From an optimization exercise on the open Yosys and OpenROAD flow, aimed at small area, a short achievable clock period and few clock cycles; shortcuts taken in it are not production practice.
The RTL was checked by simulation tests, not by an equivalence proof against the original design.

==> flow/design.v, too long to show whole: its modules and the start of the top module <==
// module US_CSC: 1569 lines
module US_CSC (
   input  logic            Clock,
   input  logic            Resetn,
   output logic            SRAM_we_n,
   output logic   [17:0]   SRAM_address,
   input  logic   [15:0]   SRAM_read_data,
   output logic   [15:0]   SRAM_write_data,
   input  logic            US_CSC_enable,
   output logic            US_CSC_complete
);
  // ...
==> flow/flow/run.sh <==
#!/bin/bash
# The standard ORFS layout (standard.sh: standard synthesis, the design's clock
# period and constraints), with these changes to how the layout is made:
#  - every input and output port still gets a buffer, but a plain buf_2 instead of
#    the clkdlybuf4s50_1 delay cell that buffer_ports picks by default;
#  - repair_timing keeps 9 ns of setup slack as margin, so it also shortens paths
#    that already meet the 13.5 ns clock (upsizing, buffering, pin swaps);
#  - 60% core utilization;
#  - clock tree from clkbuf_16 cells with sink clusters of at most 24 sinks / 60 um.
# make's output goes to standard_run.log; ORFS keeps each step's log under orfs/logs/.
bash standard.sh SETUP_SLACK_MARGIN=9 CORE_UTILIZATION=60 \
  "BUFFER_PORTS_ARGS=-buffer_cell sky130_fd_sc_hd__buf_2" \
  CTS_BUF_LIST=sky130_fd_sc_hd__clkbuf_16 CTS_CLUSTER_SIZE=24 CTS_CLUSTER_DIAMETER=60 \
  finish > standard_run.log 2>&1
==> flow/standard.sh <==
#!/bin/bash
# synth_recipe.tcl (not shown) runs the flow's synth.tcl, then flattens the netlist and writes it again
# the make line also repeats each setting of config.mk as NAME=value (left out here)
make -C /OpenROAD-flow-scripts/flow DESIGN_CONFIG=/design/flow/config.mk WORK_HOME=/design/flow/orfs CLKGATE_MAP_FILE= SYNTH_SCRIPT=/design/flow/synth_recipe.tcl "${@:-finish}"
==> flow/config.mk <==
export PLATFORM = sky130hd
export DESIGN_NAME = US_CSC
export DESIGN_NICKNAME = US_CSC
export VERILOG_FILES = /design/flow/design.v
export SDC_FILE = /design/flow/constraint.sdc
export NUM_CORES = 4
export LEC_CHECK = 0
export CAP_MARGIN = 20
export CORE_MARGIN = 2
export CORE_UTILIZATION = 40
export SLEW_MARGIN = 20
==> flow/constraint.sdc <==
create_clock -name core_clock -period 13.5 [get_ports {Clock}]
set_input_delay 2.7000 -clock core_clock [delete_from_list [all_inputs] [get_ports {Clock}]]
set_output_delay 2.7000 -clock core_clock [all_outputs]
set_load 0.01 [all_outputs]
==> flow_metrics.env, run 1 <==
export IMPL_drc_errors=0
export IMPL_cts_max_path_buffers=3
export IMPL_regMostFlops="sr"
export IMPL_final_cell_area_sq_um=23700
export IMPL_ff2ff_path_depth=16
export IMPL_largest_reg_flops=104
export IMPL_wl_met2_microns=20600
export IMPL_gr_usage_met2=0.415
export IMPL_dp_slack_ns=8.43
export IMPL_clockBufferCount=25
export IMPL_syn_to_final_growth_pct=11.2
export IMPL_synth_seq_cells=306
export IMPL_path_buf_inv=5
export IMPL_syn_area_sq_um=21300
export IMPL_regArea_sq_um=7490
export IMPL_synth_edf_count=104
export IMPL_seq_share=0.316
export IMPL_finalSetupViolations=0
export IMPL_die_w_microns=193
export IMPL_layout_area_top_class="multi-input gates"
export IMPL_nNonClkBuffers=123
export IMPL_synth_most_common_cell="inv_1"
export IMPL_clk_latency_ns=0.56
export IMPL_gr_total_overflow=0
export IMPL_final_cell_mix="inv_1, fa_1, ha_1"
export IMPL_met3_usage=0.0353
export IMPL_grt_setup_unrepaired="yes"
export IMPL_status="complete, no violations"
export IMPL_setup_ws_ns=8.98
export IMPL_slowest_delay_ns=0.54
export IMPL_multi_input_area_sq_um=12300
export IMPL_grt_pass1_wl_microns=77100
export IMPL_hold_worst_slack_ns=0.413
export IMPL_gp_congestion=0.939
export IMPL_min_path_type="register to register"
export IMPL_critical_path_top_delay_family="adder cells"
export IMPL_initial_core_util=0.604
export IMPL_maxSlewHeadroom=0.402
export IMPL_clkCellAreaFrac=0.0377
Testbench counts, summed over its fixed seeds: cycles 1,536,168.
==> run 2, diff against run 1 <==
--- a/flow/design.v
+++ b/flow/design.v
@@ -50,17 +50,17 @@
       tf[k] = (nf & sr[10][k]) | (e79 & sr[6][k]) | (o78 & sr[8][k]) | (o79 & sr[4][k]);
    end
 end
 assign usel10 = (ph == 4'd3 || ph == 4'd6) ? ufr : {2'b00, sr[3]};
 assign usel = usel10[9] ? 8'd0 : (usel10[8] ? 8'hff : usel10[7:0]);
 assign rcl = rreg[10] ? 8'd0 : (rreg[9:8] != 2'd0 ? 8'hff : rreg[7:0]);
 assign gcl = greg[10] ? 8'd0 : (greg[9:8] != 2'd0 ? 8'hff : greg[7:0]);
 assign bcl = breg[10] ? 8'd0 : (breg[9:8] != 2'd0 ? 8'hff : breg[7:0]);
-assign vpc = vp[9] ? 8'd0 : (vp[8] ? 8'hff : vp[7:0]);
+assign vpc = (vp[7:0] & {8{vp[8]}}) | {8{vp[9]}};
 assign SRAM_write_data = osel1 ? {bufb, rcl} : (osel2 ? {bufg, bufb} : {rcl, gcl});
 wire dd_w1 = ta[1] ^ tf[1];
 wire dd_w2 = ta[1] & tf[1];
 wire dd_w3 = ta[2] ^ tf[2];
 wire dd_w4 = ta[2] & tf[2];
 wire dd_w5 = ta[3] ^ tf[3];
 wire dd_w6 = ta[3] & tf[3];
 wire dd_w7 = ta[4] ^ tf[4];
@@ -1505,18 +1505,18 @@
    fD <= dd_o;
    fE <= de_o;
    fC <= {1'b0, tc} + {1'b0, td};
    ufr <= fo10;
    if (ph == 4'd2 || ph == 4'd5) yp <= SRAM_read_data[15:8];
    else                          yp <= ys;
    up <= usel;
    up3 <= {2'b00, usel} + {1'b0, usel, 1'b0};
-   if (ph == 4'd3 || ph == 4'd6) vp <= fo10;
-   else                          vp <= {2'b00, sr[4]};
+   if (ph == 4'd3 || ph == 4'd6) vp <= {~fo10[9] & fo10[8], ~fo10[9] & ~fo10[8], fo10[7:0]};
+   else                          vp <= {2'b01, sr[4]};
    ys <= SRAM_read_data[7:0];    
    if (ph == 4'd1 || ph == 4'd2 || ph == 4'd4 || ph == 4'd5) begin
       for (i = 0; i < 12; i = i + 1) sr[i] <= sr[i+1];
    end
    if (ph == 4'd3 || ph == 4'd4) begin
       sr[10] <= SRAM_read_data[15:8];
       sr[12] <= SRAM_read_data[7:0];
    end
==> flow/flow/run.sh (replaced) <==
#!/bin/bash
# The standard ORFS layout (standard.sh: standard synthesis, the design's clock
# period and constraints), with these changes to how the layout is made:
#  - every input and output port still gets a buffer, but a plain buf_2 instead of
#    the clkdlybuf4s50_1 delay cell that buffer_ports picks by default;
#  - repair_timing keeps 9 ns of setup slack as margin, so it also shortens paths
#    that already meet the 13.5 ns clock (upsizing, buffering, pin swaps);
#  - 60% core utilization;
#  - clock tree from clkbuf_16 cells with sink clusters of at most 24 sinks / 60 um.
# make's output goes to standard_run.log; ORFS keeps each step's log under orfs/logs/.
bash standard.sh SETUP_SLACK_MARGIN=9 CORE_UTILIZATION=60 GPL_TIMING_DRIVEN=1 \
  "BUFFER_PORTS_ARGS=-buffer_cell sky130_fd_sc_hd__buf_2" \
  CTS_BUF_LIST=sky130_fd_sc_hd__clkbuf_16 CTS_CLUSTER_SIZE=24 CTS_CLUSTER_DIAMETER=60 \
  finish > standard_run.log 2>&1
==> run 2 against run 1 <==
Compared with the run above:
- die area down 0.13%
- flip-flop and latch count unchanged
- register-to-register slack better by 0.11 ns
- core utilization up 1.0 points
- largest cell class unchanged
==> flow_metrics.env, run 2 <==
export IMPL_synth_edf_count=104
export IMPL_crit_path_end_kind="register"
export IMPL_drtPass1Iterations=5
export IMPL_num_rows=68
export IMPL_post_place_cells=2479
export IMPL_syn_area_sq_um=21300
export IMPL_async_flop_share=0.157
export IMPL_finalNonFillerCells=2577
export IMPL_synth_area_per_cell_sq_um=10.6
export IMPL_drt_iter0_drc=833
export IMPL_cts_buffers_inserted=24
export IMPL_ys_seq_area_frac=0.349
export IMPL_largest_reg_flops=104
export IMPL_grt_pass1_wl_microns=76400
export IMPL_vias_per_cell=5.42
export IMPL_critPathKind="register to register"
export IMPL_final_hold_violation_count=0
export IMPL_gr_usage_met2=0.418
export IMPL_grt_setup_unrepaired="yes"
export IMPL_maxSlewHeadroom=0.325
export IMPL_root_buffer="clkbuf_16"
export IMPL_ys_flop_type="dfxtp_1"
export IMPL_synth_area_leaders="fa_1, edfxtp_1, dfxtp_1, ha_1, inv_1"
export IMPL_final_cell_mix="inv_1, ha_1, fa_1"
export IMPL_ant_nets=0
export IMPL_grt_usage=0.271
export IMPL_regArea_sq_um=7500
export IMPL_min_period_over_period=0.327
export IMPL_finalSetupViolations=0
export IMPL_antenna_found_initial=0
export IMPL_wirelength_microns=47900
export IMPL_gr_total_overflow=0
export IMPL_path_clk_slew_ns=0.09
export IMPL_synth_most_common_cell="inv_1"
export IMPL_maxCapViolations=0
export IMPL_antenna_cells=0
export IMPL_status="complete, no violations"
export IMPL_dieArea_sq_um=37000
export IMPL_worstPathRequired_ns=13.94
export IMPL_ioPinCount=55
export IMPL_grtUsageMet1=0.398
export IMPL_multi_input_area_sq_um=12400
export IMPL_timing_rr_start="vp[8]"
export IMPL_die_w_microns=192
export IMPL_grt_pass1_vias=14100
export IMPL_ctsHoldBuffers=0
export IMPL_gp_congestion=0.993
export IMPL_critPathMostFrequentCell="fa_1"
export IMPL_fmax_mhz=227
export IMPL_ff2ff_path_depth=16
export IMPL_layout_commonest_cell="inv_1"
export IMPL_worst_pin_slew_ns=1.01
export IMPL_synth_seq_cells=306
export IMPL_yosys_warnings=2
export IMPL_initial_core_util=0.613
export IMPL_drv_slew=0
export IMPL_wire_per_inst_microns=18.6
export IMPL_min_path_type="register to register"
export IMPL_cts_tree="built"
export IMPL_finalSetupTns_ns=0
export IMPL_yosysUniqueCellTypes=68
export IMPL_via_count=14000
export IMPL_clk_latency_ns=0.56
export IMPL_slowest_delay_ns=0.58
export IMPL_synth_net_count=2473
export IMPL_layout_min_cycle_time_ns=4.41
export IMPL_cts_max_path_buffers=3
export IMPL_syn_to_final_growth_pct=11.2
export IMPL_busiest_layer="met2"
export IMPL_grt_max_degree=83
export IMPL_ctsHtreeMaxLevel=1
export IMPL_critPathArrivalTime_ns=4.85
export IMPL_regMostFlops="sr"
export IMPL_final_nets=2560
export IMPL_rr_endpoint="greg[7]"
export IMPL_yosysTopAreaCell="fa_1"
export IMPL_r2r_setup_slack_ns=9.09
export IMPL_path_cells="a21o_4 -> clkinvlp_4 -> fa_1 -> fa_1 -> fa_1 -> inv_1 -> fa_1 -> inv_1 -> ha_4 -> a21o_1 -> a21oi_2 -> o2111ai_2 -> a21oi_2 -> or2_4 -> o21bai_1 -> xor2_1"
export IMPL_start_kind="register"
export IMPL_die_height_microns=192
export IMPL_whs_endpoint="sr[11][6]"
export IMPL_top_regs="sr (104), SRAM_address (18), waddr (18)"
export IMPL_drc_errors=0
export IMPL_met3_usage=0.0520
export IMPL_io_buffers=54
export IMPL_holdPathStages=0
export IMPL_fillers=2750
export IMPL_path_max_fanout=8
export IMPL_clock_sinks=306
export IMPL_finalClockSkew_ns=0.0154
export IMPL_hpwl_microns=37700
export IMPL_slowest_stage="fa_1"
export IMPL_drive_gt1_frac=0.144
export IMPL_coreArea_sq_um=34700
export IMPL_synth_top_area_frac=0.203
export IMPL_synth_common_cells="inv_1, ha_1, fa_1"
export IMPL_syn_inst=2017
export IMPL_worstHoldStart="sr[12][6]"
## run 2: cell count changes in the layout (fill, tap and decap cells not counted), moves of 6 or more
cell,delta
or2_4,-6
nand2_1,+11
a21oi_1,-7
nor2_1,-7
a21o_4,+6
## run 2: kinds of logic (layout without fill, tap and decap cells)
family	Yosys count	after routing	synth area share
buf+inv	467	572	0.0835
fa+ha+maj	437	437	0.333
simple gates	355	355	0.0770
compound gates	313	313	0.0962
flops	306	306	0.349
xor+xnor	98	98	0.0403
mux	41	41	0.0207
## run 2: what timing repair did
| item | 4_1_cts | 5_1_grt |
|---|---|---|
| gates resized for setup | 55 | 61 |
| endpoints found under the setup margin | 54 | 33 |
| pin swaps | 6 | 36 |
| cloned | 0 | 0 |
| buffers inserted | 13 | 41 |
## run 2: cell type report
cell class                      count  area share
Sequential cell                   306       0.317
Tap cell                          455      0.0241
Timing Repair Buffer              117      0.0325
Multi-Input combinational cell   1244       0.524
Clock inverter                     20      0.0101
Clock buffer                       24      0.0254
Inverter                          411      0.0666
## run 2: how the worst max path moves through the flow
stage / slack, ns / from / end
2_1_floorplan: 9.06 / vp[8] / greg[8]
3_3_place_gp: 8.31 / yp[2] / greg[3]
3_5_place_dp: 8.26 / yp[2] / greg[8]
4_1_cts: 8.99 / vp[8] / greg[8]
5_1_grt: 8.90 / fD[5] / vp[8]
6_report: 9.09 / vp[8] / greg[7]
## run 2: layer usage
| metal | part of all wire | up-vias | wire (microns) |
|---|---|---|---|
| met5 | 0 | - | 0 |
| met4 | 0.020 | 0 | 950 |
| met3 | 0.063 | 61 | 3040 |
| met2 | 0.44 | 314 | 21000 |
| met1 | 0.48 | 6864 | 22800 |
| li1 | - | 6727 | - |
## run 2: per-stage QoR
stage	instance area [sq um]	hold WS [ns]	utilization	setup WS (ns)
global route	23700	0.418	0.682	8.90
CTS	23100	0.418	0.665	8.99
detailed placement	22000	0.405	0.633	8.26
finish	23700	0.416	0.682	9.09
floorplan	21300	0.400	-	9.06
global placement	22000	0.401	0.633	8.31
## run 2: critical path, delay by kind of cell (launching register included)
family | cells | cell delay (ns)
flops | 1 | 0.42
compound gates | 6 | 0.98
buf+inv | 3 | 0.27
fa+ha+maj | 5 | 2.25
xor+xnor | 1 | 0.17
simple gates | 1 | 0.20
Testbench counts of run 2, summed over its fixed seeds: cycles 1,536,168.
==> run 3, diff against run 2 <==
--- a/flow/flow/run.sh
+++ b/flow/flow/run.sh
@@ -10,3 +10,3 @@
 # make's output goes to standard_run.log; ORFS keeps each step's log under orfs/logs/.
-bash standard.sh SETUP_SLACK_MARGIN=9 CORE_UTILIZATION=60 GPL_TIMING_DRIVEN=1 \
+bash standard.sh SETUP_SLACK_MARGIN=9 CORE_UTILIZATION=60 \
   "BUFFER_PORTS_ARGS=-buffer_cell sky130_fd_sc_hd__buf_2" \
==> run 3 against run 2 <==
Compared with the run above:
- synthesized area unchanged
- core utilization stayed put
- via count unchanged
- synthesized cell count is the same
==> flow_metrics.env, run 3 <==
export IMPL_clk_latency_ns=0.56
export IMPL_drt_iter0_drc=833
export IMPL_yosysTopAreaCell="fa_1"
export IMPL_gp_congestion=0.993
export IMPL_die_height_microns=192
export IMPL_grt_usage=0.271
export IMPL_syn_inst=2017
export IMPL_grt_pass1_wl_microns=76400
export IMPL_hpwl_microns=37700
export IMPL_syn_area_sq_um=21300
export IMPL_drc_errors=0
export IMPL_layout_min_cycle_time_ns=4.41
export IMPL_synth_edf_count=104
export IMPL_finalSetupViolations=0
export IMPL_path_clk_slew_ns=0.09
export IMPL_wirelength_microns=47900
export IMPL_multi_input_area_sq_um=12400
export IMPL_worst_pin_slew_ns=1.01
export IMPL_cts_buffers_inserted=24
export IMPL_io_buffers=54
export IMPL_maxSlewHeadroom=0.325
export IMPL_ctsHoldBuffers=0
export IMPL_syn_to_final_growth_pct=11.2
export IMPL_grt_setup_unrepaired="yes"
export IMPL_via_count=14000
export IMPL_path_max_fanout=8
export IMPL_synth_top_area_frac=0.203
export IMPL_finalClockSkew_ns=0.0154
export IMPL_layout_commonest_cell="inv_1"
export IMPL_regMostFlops="sr"
export IMPL_root_buffer="clkbuf_16"
export IMPL_post_route_util=0.682
export IMPL_wire_per_inst_microns=18.6
export IMPL_synth_area_per_cell_sq_um=10.6
export IMPL_fmax_mhz=227
export IMPL_grt_max_degree=83
export IMPL_ys_flop_type="dfxtp_1"
export IMPL_gr_total_overflow=0
export IMPL_initial_core_util=0.613
export IMPL_critPathArrivalTime_ns=4.85
export IMPL_final_cell_mix="inv_1, ha_1, fa_1"
export IMPL_drv_slew=0
export IMPL_final_nets=2560
export IMPL_cts_max_path_buffers=3
export IMPL_synth_net_count=2473
export IMPL_largest_reg_flops=104
export IMPL_drive_gt1_frac=0.144
export IMPL_finalSetupTns_ns=0
export IMPL_cts_tree="built"
export IMPL_antenna_cells=0
export IMPL_top_regs="sr (104), SRAM_address (18), waddr (18)"
export IMPL_regArea_sq_um=7500
export IMPL_ant_nets=0
export IMPL_ctsHtreeMaxLevel=1
export IMPL_start_kind="register"
export IMPL_min_path_type="register to register"
export IMPL_synth_common_cells="inv_1, ha_1, fa_1"
export IMPL_ys_seq_area_frac=0.349
export IMPL_fillers=2750
export IMPL_synth_seq_cells=306
export IMPL_grt_pass1_vias=14100
export IMPL_final_cell_area_sq_um=23700
export IMPL_ioPinCount=55
export IMPL_clock_sinks=306
export IMPL_yosysUniqueCellTypes=68
export IMPL_crit_path_end_kind="register"
export IMPL_worstPathRequired_ns=13.94
export IMPL_placedInstanceArea_sq_um=22000
export IMPL_die_w_microns=192
export IMPL_final_hold_violation_count=0
export IMPL_antenna_found_initial=0
export IMPL_num_rows=68
export IMPL_status="complete, no violations"
export IMPL_maxCapViolations=0
export IMPL_coreArea_sq_um=34700
export IMPL_dieArea_sq_um=37000
export IMPL_critPathKind="register to register"
export IMPL_synth_area_leaders="fa_1, edfxtp_1, dfxtp_1, ha_1, inv_1"
export IMPL_async_flop_share=0.157
export IMPL_vias_per_cell=5.42
export IMPL_drtPass1Iterations=5
export IMPL_min_period_over_period=0.327
export IMPL_yosys_warnings=2
export IMPL_hold_worst_slack_ns=0.416
export IMPL_synth_most_common_cell="inv_1"
[run 3: final timing paths]
kind	from	end	slack, ns	cells past startpoint
setup / recovery	vp[8]	greg[7]	9.09	16
hold / removal	sr[12][6]	sr[11][6]	0.42	0
setup reg to reg	vp[8]	greg[7]	9.09	16
hold reg to reg	sr[12][6]	sr[11][6]	0.42	0
max in group asynchronous	Resetn	col[5]	10.85	2
min in group asynchronous	Resetn	waddr[1]	2.23	2
[run 3: layer usage]
metal  GRT usage  part of all wire  vias to the layer above
met2       0.418              0.44                      314
met3      0.0520             0.063                       61
met5           0                 0                        -
li1            -                 -                     6727
met4      0.0611             0.020                        0
met1       0.398              0.48                     6864
[run 3: logic make-up after synthesis]
family,synth area share
muxes,0.0207
AOI/OAI and AO/OA,0.0962
and+or+nand+nor,0.0770
adders and majority gates,0.333
xor gates and xnor gates,0.0403
buffers and inverters,0.0835
DFF,0.349
[run 3: layout make-up]
| cell class | instances | area share |
|---|---|---|
| clock inverter | 20 | 0.0101 |
| tap | 455 | 0.0241 |
| inverter | 411 | 0.0666 |
| timing repair buffer | 117 | 0.0325 |
| sequential | 306 | 0.317 |
| multi-input combinational | 1244 | 0.524 |
| clock buffer | 24 | 0.0254 |
[run 3: stage by stage]
stage / setup slack [ns] / instances
floorplan: 9.06 / 2017
global placement: 8.31 / 2478
detailed placement: 8.26 / 2479
CTS: 8.99 / 2536
global route: 8.90 / 2577
finish: 9.09 / 2577
[run 3: timing repair]
action	CTS	global route
resized for setup	55	61
endpoints found under the setup margin	54	33
buffers inserted	13	41
cloned	0	0
pin swaps	6	36
[run 3: critical path: stages (launching register included)]
cell and delay [ns]:
dfxtp_4 0.42, a21o_4 0.21, clkinvlp_4 0.16, fa_1 0.58, fa_1 0.43, fa_1 0.49, inv_1 0.05, fa_1 0.50
inv_1 0.06, ha_4 0.25, a21o_1 0.17, a21oi_2 0.18, o2111ai_2 0.12, a21oi_2 0.22, or2_4 0.20, o21bai_1 0.08
xor2_1 0.17
==> run 4, diff against run 3 <==
--- a/flow/flow/run.sh
+++ b/flow/flow/run.sh
@@ -7,6 +7,6 @@
 #    that already meet the 13.5 ns clock (upsizing, buffering, pin swaps);
-#  - 60% core utilization;
+#  - 65% core utilization;
 #  - clock tree from clkbuf_16 cells with sink clusters of at most 24 sinks / 60 um.
 # make's output goes to standard_run.log; ORFS keeps each step's log under orfs/logs/.
-bash standard.sh SETUP_SLACK_MARGIN=9 CORE_UTILIZATION=60 \
+bash standard.sh SETUP_SLACK_MARGIN=9 CORE_UTILIZATION=65 \
   "BUFFER_PORTS_ARGS=-buffer_cell sky130_fd_sc_hd__buf_2" \
==> run 4 against run 3 <==
Compared with the run above:
- still clean on timing, DRC and antenna
- global-route usage is 2.1 points higher
- clock skew is 0.011 ns higher
- via count is 0.72% higher
- critical path depth is 11 lower
- maximum frequency is 0.60% higher
- sequential share of layout area is 0.20 points higher
- synthesized area stayed put
- flip-flop and latch count stayed put
- largest cell class unchanged
==> flow_metrics.env, run 4 <==
export IMPL_syn_to_final_growth_pct=10.5
export IMPL_yosys_warnings=2
export IMPL_num_rows=66
export IMPL_drt_met1_wl_microns=22200
export IMPL_final_hold_violation_count=0
export IMPL_syn_area_sq_um=21300
export IMPL_drive_gt1_frac=0.133
export IMPL_synth_top_area_frac=0.203
export IMPL_drv_slew=0
export IMPL_wl_met2_microns=21600
export IMPL_grt_usage=0.292
export IMPL_synth_most_common_cell="inv_1"
export IMPL_final_nets=2553
export IMPL_io_buffers=54
export IMPL_drt_iter0_drc=1093
export IMPL_ff2ff_path_depth=16
export IMPL_grt_setup_unrepaired="yes"
export IMPL_wirelength_microns=48200
export IMPL_start_kind="register"
export IMPL_synth_common_cells="inv_1, ha_1, fa_1"
export IMPL_antenna_cells=0
export IMPL_layout_commonest_cell="inv_1"
export IMPL_drc_errors=0
export IMPL_die_w_microns=185
export IMPL_root_buffer="clkbuf_16"
export IMPL_grt_pass1_vias=14200
export IMPL_ys_flop_type="dfxtp_1"
export IMPL_async_flop_share=0.157
export IMPL_layout_min_cycle_time_ns=4.38
export IMPL_crit_path_end_kind="primary output"
export IMPL_synthXorXnorAreaFrac=0.0403
export IMPL_initial_core_util=0.658
export IMPL_syn_inst=2017
export IMPL_timing_rr_start="vp[8]"
export IMPL_maxCapViolations=0
export IMPL_die_height_microns=185
export IMPL_top_regs="sr (104), SRAM_address (18), waddr (18)"
export IMPL_cts_buffers_inserted=24
export IMPL_r2r_setup_slack_ns=9.13
export IMPL_status="complete, no violations"
export IMPL_vias_per_cell=5.50
export IMPL_worst_pin_slew_ns=1.03
export IMPL_finalSetupTns_ns=0
export IMPL_synth_edf_count=104
export IMPL_synth_top_family_by_area="adder cells"
export IMPL_yosysUniqueCellTypes=68
export IMPL_worstHoldStart="sr[12][4]"
export IMPL_worstPathRequired_ns=10.80
export IMPL_wl_met3_microns=3370
export IMPL_wire_per_inst_microns=18.8
export IMPL_finalClockSkew_ns=0.0266
export IMPL_maxSlewHeadroom=0.313
export IMPL_antenna_found_initial=0
export IMPL_placedInstanceArea_sq_um=22000
export IMPL_finalSetupViolations=0
export IMPL_synth_seq_cells=306
export IMPL_cts_tree="built"
export IMPL_min_path_type="register to register"
export IMPL_slowest_stage="dfxtp_2"
export IMPL_hold_worst_slack_ns=0.409
export IMPL_coreArea_sq_um=32400
export IMPL_cts_max_path_buffers=3
export IMPL_synth_net_count=2473
export IMPL_synthSimpleGateAreaFrac=0.0770
export IMPL_rr_endpoint="greg[7]"
export IMPL_path_clk_slew_ns=0.09
export IMPL_regMostFlops="sr"
export IMPL_synth_compound_area_frac=0.0962
export IMPL_yosys_mux_area_fraction=0.0207
export IMPL_critPathKind="register to primary output"
export IMPL_ant_nets=0
export IMPL_whs_endpoint="sr[11][4]"
export IMPL_largest_reg_flops=104
export IMPL_top_layer="met4"
export IMPL_ioPinCount=55
export IMPL_dieArea_sq_um=34200
export IMPL_clk_latency_ns=0.57
export IMPL_fmax_mhz=228
export IMPL_grt_max_degree=84
export IMPL_critPathArrivalTime_ns=1.68
export IMPL_holdPathStages=0
export IMPL_synth_adder_area_share=0.333
export IMPL_ctsHtreeMaxLevel=1
export IMPL_yosysTopAreaCell="fa_1"
export IMPL_clock_sinks=306
export IMPL_synth_area_leaders="fa_1, edfxtp_1, dfxtp_1, ha_1, inv_1"
export IMPL_hpwl_microns=37100
export IMPL_path_max_fanout=8
export IMPL_slowest_delay_ns=0.37
export IMPL_via_count=14100
export IMPL_synth_area_per_cell_sq_um=10.6
export IMPL_ys_seq_area_frac=0.349
export IMPL_min_period_over_period=0.325
export IMPL_gr_total_overflow=0
export IMPL_final_cell_mix="inv_1, ha_1, fa_1"
export IMPL_gp_congestion=0.974
export IMPL_final_cell_area_sq_um=23500
export IMPL_grt_pass1_wl_microns=76200
export IMPL_path_cells="nor2_1 -> nor3_1 -> a211oi_1 -> a21oi_1 -> buf_2"
export IMPL_drtPass1Iterations=5
## run 4: cell counts after synthesis
No cell type changed its count.
## run 4: worst max path at each step
| stage | startpoint | end | cells after the start |
|---|---|---|---|
| final | greg[8] | SRAM_write_data[5] | 5 |
| after global routing | fD[4] | vp[8] | 17 |
| after CTS | yp[4] | greg[8] | 13 |
| after detailed placement | yp[4] | greg[8] | 13 |
| after global placement | yp[4] | greg[8] | 13 |
| after floorplan | vp[8] | greg[8] | 17 |
## run 4: routing by layer
metal,track usage,vias to the layer above
met2,0.451,365
met1,0.429,6893
met4,0.0638,0
met5,0,-
li1,-,6734
met3,0.0600,75
## run 4: cells by family (layout without fill, tap and decap cells)
logic type	Yosys count	after routing
and+or+nand+nor	355	355
xor gates and xnor gates	98	98
adders and majority gates	437	437
muxes	41	41
AOI/OAI and AO/OA	313	313
DFF	306	306
buffers and inverters	467	565
## run 4: area by class of cell
type | count | area, sq um
clock buffers | 24 | 601
clock inverters | 20 | 259
fillers | 2432 | 8850
inverters | 411 | 1570
multi-input cells | 1244 | 12300
flip-flops and latches | 306 | 7500
well taps | 442 | 553
repair buffers | 110 | 711
## run 4: repair_timing
action / CTS / global route
resized for setup: 57 / 45
buffers inserted: 12 / 35
hold buffers: 0 / 0
endpoints found under the setup margin: 50 / 25
pin swaps: 11 / 28
## run 4: per-stage QoR
step	util	instances	setup slack, ns
after floorplan	-	2017	9.06
after global placement	0.678	2466	8.30
after detailed placement	0.678	2466	8.31
after CTS	0.713	2522	9.00
after global routing	0.727	2557	8.87
final	0.727	2557	9.12
## run 4: critical path: cells and delay by family (launching register included)
| kind | cells | cell delay (ns) |
|---|---|---|
| flip-flops | 1 | 0.37 |
| AO/OA/AOI/OAI | 2 | 0.30 |
| AND/OR/NAND/NOR | 2 | 0.29 |
| buffers and inverters | 1 | 0.17 |
==> run 5, diff against run 4 <==
--- a/flow/flow/run.sh
+++ b/flow/flow/run.sh
@@ -5,3 +5,3 @@
 #    the clkdlybuf4s50_1 delay cell that buffer_ports picks by default;
-#  - repair_timing keeps 9 ns of setup slack as margin, so it also shortens paths
+#  - repair_timing keeps 9.2 ns of setup slack as margin, so it also shortens paths
 #    that already meet the 13.5 ns clock (upsizing, buffering, pin swaps);
@@ -10,3 +10,3 @@
 # make's output goes to standard_run.log; ORFS keeps each step's log under orfs/logs/.
-bash standard.sh SETUP_SLACK_MARGIN=9 CORE_UTILIZATION=65 \
+bash standard.sh SETUP_SLACK_MARGIN=9.2 CORE_UTILIZATION=65 \
   "BUFFER_PORTS_ARGS=-buffer_cell sky130_fd_sc_hd__buf_2" \
==> run 5 against run 4 <==
Compared with the run above:
- design area grew 4.5%
- worst hold slack better by 0.0074 ns
- first-iteration DRC count decreased by 12%
- clock-buffer cell count stayed put
- final cell count increased by 2.9%
- core utilization up 3.3 points
- setup slack got worse by 0.011 ns
- via count is 3.1% higher
- critical path type is now register to register
==> flow_metrics.env, run 5 <==
export IMPL_critPathKind="register to register"
export IMPL_final_cell_mix="inv_1, fa_1, ha_1"
export IMPL_die_w_microns=185
export IMPL_maxSlewHeadroom=0.260
export IMPL_yosysUniqueCellTypes=68
export IMPL_ys_flop_type="dfxtp_1"
export IMPL_gr_total_overflow=0
export IMPL_root_buffer="clkbuf_16"
export IMPL_antenna_found_initial=2
export IMPL_synth_area_per_cell_sq_um=10.6
export IMPL_regMostFlops="sr"
export IMPL_crit_path_end_kind="register"
export IMPL_ant_nets=0
export IMPL_dieArea_sq_um=34200
export IMPL_drt_iter0_drc=963
export IMPL_drc_errors=0
export IMPL_antenna_cells=0
export IMPL_grt_pass1_wl_microns=78200
export IMPL_synth_common_cells="inv_1, ha_1, fa_1"
export IMPL_ctsHtreeMaxLevel=1
export IMPL_layout_min_cycle_time_ns=4.40
export IMPL_top_regs="sr (104), SRAM_address (18), waddr (18)"
export IMPL_final_cell_area_sq_um=24600
export IMPL_final_hold_violation_count=0
export IMPL_ioPinCount=55
export IMPL_layout_commonest_cell="inv_1"
export IMPL_via_count=14500
export IMPL_wire_per_inst_microns=19.5
export IMPL_async_flop_share=0.157
export IMPL_status="complete, no violations"
export IMPL_drive_gt1_frac=0.199
export IMPL_cts_buffers_inserted=24
export IMPL_gp_congestion=0.934
export IMPL_finalClockSkew_ns=0.0249
export IMPL_vias_per_cell=5.51
export IMPL_finalSetupTns_ns=0
export IMPL_clock_sinks=306
export IMPL_start_kind="register"
export IMPL_syn_inst=2017
export IMPL_critPathArrivalTime_ns=4.72
export IMPL_grt_pass1_vias=14500
export IMPL_wirelength_microns=51400
export IMPL_coreArea_sq_um=32400
export IMPL_worstPathRequired_ns=13.83
export IMPL_yosysTopAreaCell="fa_1"
export IMPL_die_height_microns=185
export IMPL_num_rows=66
export IMPL_cts_max_path_buffers=3
export IMPL_hpwl_microns=37500
export IMPL_grt_setup_unrepaired="yes"
export IMPL_synth_edf_count=104
export IMPL_io_buffers=54
export IMPL_synth_top_area_frac=0.203
export IMPL_min_path_type="register to register"
export IMPL_grt_max_degree=66
export IMPL_initial_core_util=0.658
export IMPL_synth_most_common_cell="inv_1"
export IMPL_largest_reg_flops=104
export IMPL_syn_area_sq_um=21300
export IMPL_maxCapViolations=0
export IMPL_cts_tree="built"
export IMPL_drv_slew=0
export IMPL_fmax_mhz=228
export IMPL_syn_to_final_growth_pct=15.5
export IMPL_grt_usage=0.301
export IMPL_ys_seq_area_frac=0.349
export IMPL_path_clk_slew_ns=0.09
export IMPL_synth_net_count=2473
export IMPL_placedInstanceArea_sq_um=22000
export IMPL_finalSetupViolations=0
export IMPL_ctsHoldBuffers=0
export IMPL_yosys_warnings=2
export IMPL_min_period_over_period=0.326
export IMPL_worst_pin_slew_ns=1.10
export IMPL_synth_area_leaders="fa_1, edfxtp_1, dfxtp_1, ha_1, inv_1"
export IMPL_final_nets=2626
export IMPL_path_max_fanout=3
export IMPL_drtPass1Iterations=5
export IMPL_synth_seq_cells=306
export IMPL_clk_latency_ns=0.57
[run 5: cell counts after synthesis]
No cell type changed its count.
[run 5: layer usage]
layer	global-route usage	part of all wire	vias up
met5	0	0.00035	-
met4	0.0740	0.022	4
met3	0.0592	0.075	73
met2	0.482	0.47	447
met1	0.426	0.43	7098
li1	-	-	6881
[run 5: through the flow]
step | utilization | hold WS [ns] | worst slack [ns] | instances
3_5_place_dp | 0.679 | 0.405 | 8.44 | 2465
5_1_grt | 0.760 | 0.418 | 8.98 | 2630
4_1_cts | 0.730 | 0.418 | 9.17 | 2572
3_3_place_gp | 0.679 | 0.401 | 8.51 | 2465
6_report | 0.760 | 0.416 | 9.10 | 2630
2_1_floorplan | - | 0.400 | 9.22 | 2017
[run 5: cells by family after synthesis]
group,after synthesis,share of synthesized area
mux,41,0.0207
compound gates,313,0.0962
flops,306,0.349
simple gates,355,0.0770
fa+ha+maj,437,0.333
xor+xnor,98,0.0403
buf+inv,467,0.0835
[run 5: critical path, stage by stage, from the launching register on]
cell and delay [ns]:
dfxtp_4 0.36, buf_4 0.13, fa_1 0.50, fa_1 0.44, fa_1 0.48, ha_1 0.32
nand3_1 0.09, o221ai_1 0.22, o21ai_2 0.24, nand3b_1 0.19, a31oi_4 0.25, o21ai_2 0.09
a21o_1 0.18, ha_1 0.28, inv_2 0.11, nand4_1 0.26
[run 5: timing repair]
action	CTS	global route
gates cloned	0	1
endpoints found under the hold margin	0	0
setup endpoints to repair	61	45
setup buffers	63	57
gates resized for setup	107	125
pin swaps	33	81
[run 5: area by class of cell]
cell class,count,area (sq um)
Clock buffer,24,601
Clock inverter,20,230
Fill cell,2233,7780
Inverter,411,1590
Multi-Input combinational cell,1245,12800
Sequential cell,306,7520
Tap cell,442,553
Timing Repair Buffer,182,1320
[run 5: path summary, 6_finish.rpt]
check | slack (ns) | to | cells past startpoint | start
min | 0.42 | sr[4][7] | 0 | sr[5][7]
max | 9.10 | vp[8] | 15 | fD[4]
max in group asynchronous | 10.87 | fr[13] | 2 | Resetn
min reg2reg | 0.42 | sr[4][7] | 0 | sr[5][7]
max reg2reg | 9.10 | vp[8] | 15 | fD[4]
min in group asynchronous | 2.22 | fr[0] | 2 | Resetn
==> run 6, diff against run 5 <==
==> flow/flow/run.sh (replaced) <==
#!/bin/bash
# The standard ORFS layout (standard.sh: standard synthesis, the design's clock
# period and constraints), with these changes to how the layout is made:
#  - every input and output port still gets a buffer, but a plain buf_2 instead of
#    the clkdlybuf4s50_1 delay cell that buffer_ports picks by default;
#  - repair_timing keeps 9 ns of setup slack as margin, so it also shortens paths
#    that already meet the 13.5 ns clock (upsizing, buffering, pin swaps);
#  - 65% core utilization;
#  - clock tree from clkbuf_16 cells with sink clusters of at most 32 sinks / 60 um.
# make's output goes to standard_run.log; ORFS keeps each step's log under orfs/logs/.
bash standard.sh SETUP_SLACK_MARGIN=9 CORE_UTILIZATION=65 \
  "BUFFER_PORTS_ARGS=-buffer_cell sky130_fd_sc_hd__buf_2" \
  CTS_BUF_LIST=sky130_fd_sc_hd__clkbuf_16 CTS_CLUSTER_SIZE=32 CTS_CLUSTER_DIAMETER=60 \
  finish > standard_run.log 2>&1
==> run 6 against run 5 <==
Compared with the run above:
- global-route usage decreased by 0.90 points
- critical path type is now register to primary output
- non-clock buffer count decreased by 72
- design area decreased by 4.3%
- clock skew increased by 0.0017 ns
- maximum frequency increased by 0.25%
- critical path depth decreased by 10
- register-to-register slack improved by 0.03 ns
- still clean
==> flow_metrics.env, run 6 <==
export IMPL_status="complete, no violations"
export IMPL_synth_net_count=2473
export IMPL_die_w_microns=185
export IMPL_grt_usage=0.292
export IMPL_layout_commonest_cell="inv_1"
export IMPL_slowest_stage="dfxtp_2"
export IMPL_hpwl_microns=37100
export IMPL_async_flop_share=0.157
export IMPL_crit_path_end_kind="primary output"
export IMPL_critPathArrivalTime_ns=1.68
export IMPL_synth_area_leaders="fa_1, edfxtp_1, dfxtp_1, ha_1, inv_1"
export IMPL_yosysTopAreaCell="fa_1"
export IMPL_cts_buffers_inserted=24
export IMPL_critPathKind="register to primary output"
export IMPL_ctsHoldBuffers=0
export IMPL_root_buffer="clkbuf_16"
export IMPL_antenna_cells=0
export IMPL_start_kind="register"
export IMPL_yosysUniqueCellTypes=68
export IMPL_vias_per_cell=5.50
export IMPL_die_height_microns=185
export IMPL_dieArea_sq_um=34200
export IMPL_gp_congestion=0.974
export IMPL_regMostFlops="sr"
export IMPL_drc_errors=0
export IMPL_finalClockSkew_ns=0.0266
export IMPL_gr_total_overflow=0
export IMPL_finalSetupTns_ns=0
export IMPL_synth_top_family_by_area="adder cells"
export IMPL_synth_top_area_frac=0.203
export IMPL_ant_nets=0
export IMPL_synth_adder_area_share=0.333
export IMPL_ys_seq_area_frac=0.349
export IMPL_synth_area_per_cell_sq_um=10.6
export IMPL_drive_gt1_frac=0.133
export IMPL_setup_ws_ns=9.12
export IMPL_path_buf_inv=1
export IMPL_post_place_cells=2466
export IMPL_coreArea_sq_um=32400
export IMPL_post_route_util=0.727
export IMPL_synth_common_cells="inv_1, ha_1, fa_1"
export IMPL_io_buffers=54
export IMPL_worstPathRequired_ns=10.80
export IMPL_syn_inst=2017
export IMPL_path_max_fanout=8
export IMPL_top_regs="sr (104), SRAM_address (18), waddr (18)"
export IMPL_yosys_mux_area_fraction=0.0207
export IMPL_grt_max_degree=84
export IMPL_critical_path_top_delay_family="flip-flops"
export IMPL_grt_pass1_wl_microns=76200
export IMPL_ys_flop_type="dfxtp_1"
export IMPL_antenna_found_initial=0
export IMPL_syn_area_sq_um=21300
export IMPL_synth_compound_area_frac=0.0962
export IMPL_dp_slack_ns=8.31
export IMPL_synth_seq_cells=306
export IMPL_min_path_type="register to register"
export IMPL_final_cell_area_sq_um=23500
export IMPL_finalNonFillerCells=2557
export IMPL_synthXorXnorAreaFrac=0.0403
export IMPL_path_clk_slew_ns=0.09
export IMPL_cts_tree="built"
export IMPL_drt_iter0_drc=1093
export IMPL_synth_most_common_cell="inv_1"
export IMPL_wirelength_microns=48200
export IMPL_final_cell_mix="inv_1, ha_1, fa_1"
export IMPL_min_period_over_period=0.325
export IMPL_wire_per_inst_microns=18.8
export IMPL_layout_min_cycle_time_ns=4.38
export IMPL_ioPinCount=55
export IMPL_synthSimpleGateAreaFrac=0.0770
export IMPL_num_rows=66
export IMPL_yosys_warnings=2
export IMPL_slowest_delay_ns=0.37
export IMPL_clock_sinks=306
export IMPL_placedInstanceArea_sq_um=22000
export IMPL_worst_pin_slew_ns=1.03
export IMPL_synth_edf_count=104
export IMPL_clk_latency_ns=0.57
export IMPL_via_count=14100
export IMPL_syn_to_final_growth_pct=10.5
export IMPL_initial_core_util=0.658
export IMPL_final_hold_violation_count=0
export IMPL_finalSetupViolations=0
export IMPL_fillers=2432
export IMPL_maxSlewHeadroom=0.313
export IMPL_path_cells="nor2_1 -> nor3_1 -> a211oi_1 -> a21oi_1 -> buf_2"
export IMPL_drtPass1Iterations=5
export IMPL_largest_reg_flops=104
export IMPL_ctsHtreeMaxLevel=1
export IMPL_cts_max_path_buffers=3
export IMPL_grt_setup_unrepaired="yes"
export IMPL_drv_slew=0
export IMPL_maxCapViolations=0
export IMPL_fmax_mhz=228
export IMPL_grt_pass1_vias=14200
export IMPL_final_nets=2553
-- run 6: changes by cell type in the layout (fill, tap and decap cells not counted), sizes merged --
cell,before,now
clkinvlp,9,7
inv,415,417
a21o,39,38
clkinv,7,6
bufinv,0,1
buf,182,110
-- run 6: worst paths after layout --
kind	from	endpoint	slack, ns	depth (start not counted)
setup / recovery	greg[8]	SRAM_write_data[5]	9.12	5
hold / removal	sr[12][4]	sr[11][4]	0.41	0
setup reg to reg	vp[8]	greg[7]	9.13	16
hold reg to reg	sr[12][4]	sr[11][4]	0.41	0
max in group asynchronous	Resetn	col[4]	10.85	2
min in group asynchronous	Resetn	waddr[2]	2.22	2
-- run 6: stage by stage --
step	hold WS, ns
6_report	0.409
5_1_grt	0.410
4_1_cts	0.399
3_5_place_dp	0.405
3_3_place_gp	0.401
2_1_floorplan	0.400
-- run 6: final cells by class --
| class | instances | area, sq um | area share |
|---|---|---|---|
| Multi-Input combinational cell | 1244 | 12300 | 0.524 |
| Sequential cell | 306 | 7500 | 0.319 |
| Inverter | 411 | 1570 | 0.0667 |
| Timing Repair Buffer | 110 | 711 | 0.0302 |
| Clock buffer | 24 | 601 | 0.0255 |
| Tap cell | 442 | 553 | 0.0235 |
| Clock inverter | 20 | 259 | 0.0110 |
-- run 6: routing by layer --
layer	wire, microns	GRT usage
met1	22200	0.429
met2	21600	0.451
met3	3370	0.0600
met4	974	0.0638
met5	0	0
-- run 6: repair_timing --
action	CTS	global route
gates resized for setup	57	45
cloned	0	0
setup buffers	12	35
pin swaps	11	28
setup endpoints to repair	50	25
-- run 6: cells by family (layout without fill, tap and decap cells) --
kind of cell,count (synthesis),in the layout
buffers and inverters,467,565
adder cells (fa/ha/maj),437,437
AND/OR/NAND/NOR,355,355
AO/OA/AOI/OAI,313,313
flip-flops,306,306
XOR/XNOR,98,98
multiplexers,41,41

port drivers added, routing unchanged:
How much do the figures lean on ideal ports? The routed layouts below were timed once more, with nothing changed but the port constraints.
Step 1 assumes that a clkbuf_16 drives the clock port and a buf_2 every other input.
Step 2 adds t to the input delays and takes it off the output delays; t is the mean of the earliest and latest rising clock arrival at the registers after step 1. Input paths then give back, and output paths get back, about the clock's delay inside the block.
Slacks: no drivers / after step 1 / after step 2; pairs: no drivers / after step 1.
run	shift t [ns]	setup slack, ns	worst setup path at the end
run 1	0.607	8.977 / 8.949 / 8.977	register to register
run 2	0.605	9.090 / 9.040 / 9.090	register to register
run 3	0.605	9.090 / 9.040 / 9.090	register to register
run 4	0.611	9.116 / 9.058 / 9.130	register to register
run 5	0.612	9.105 / 9.105 / 9.105	register to register
run 6	0.611	9.116 / 9.058 / 9.130	register to register
After both steps setup and hold are still met in every run listed.
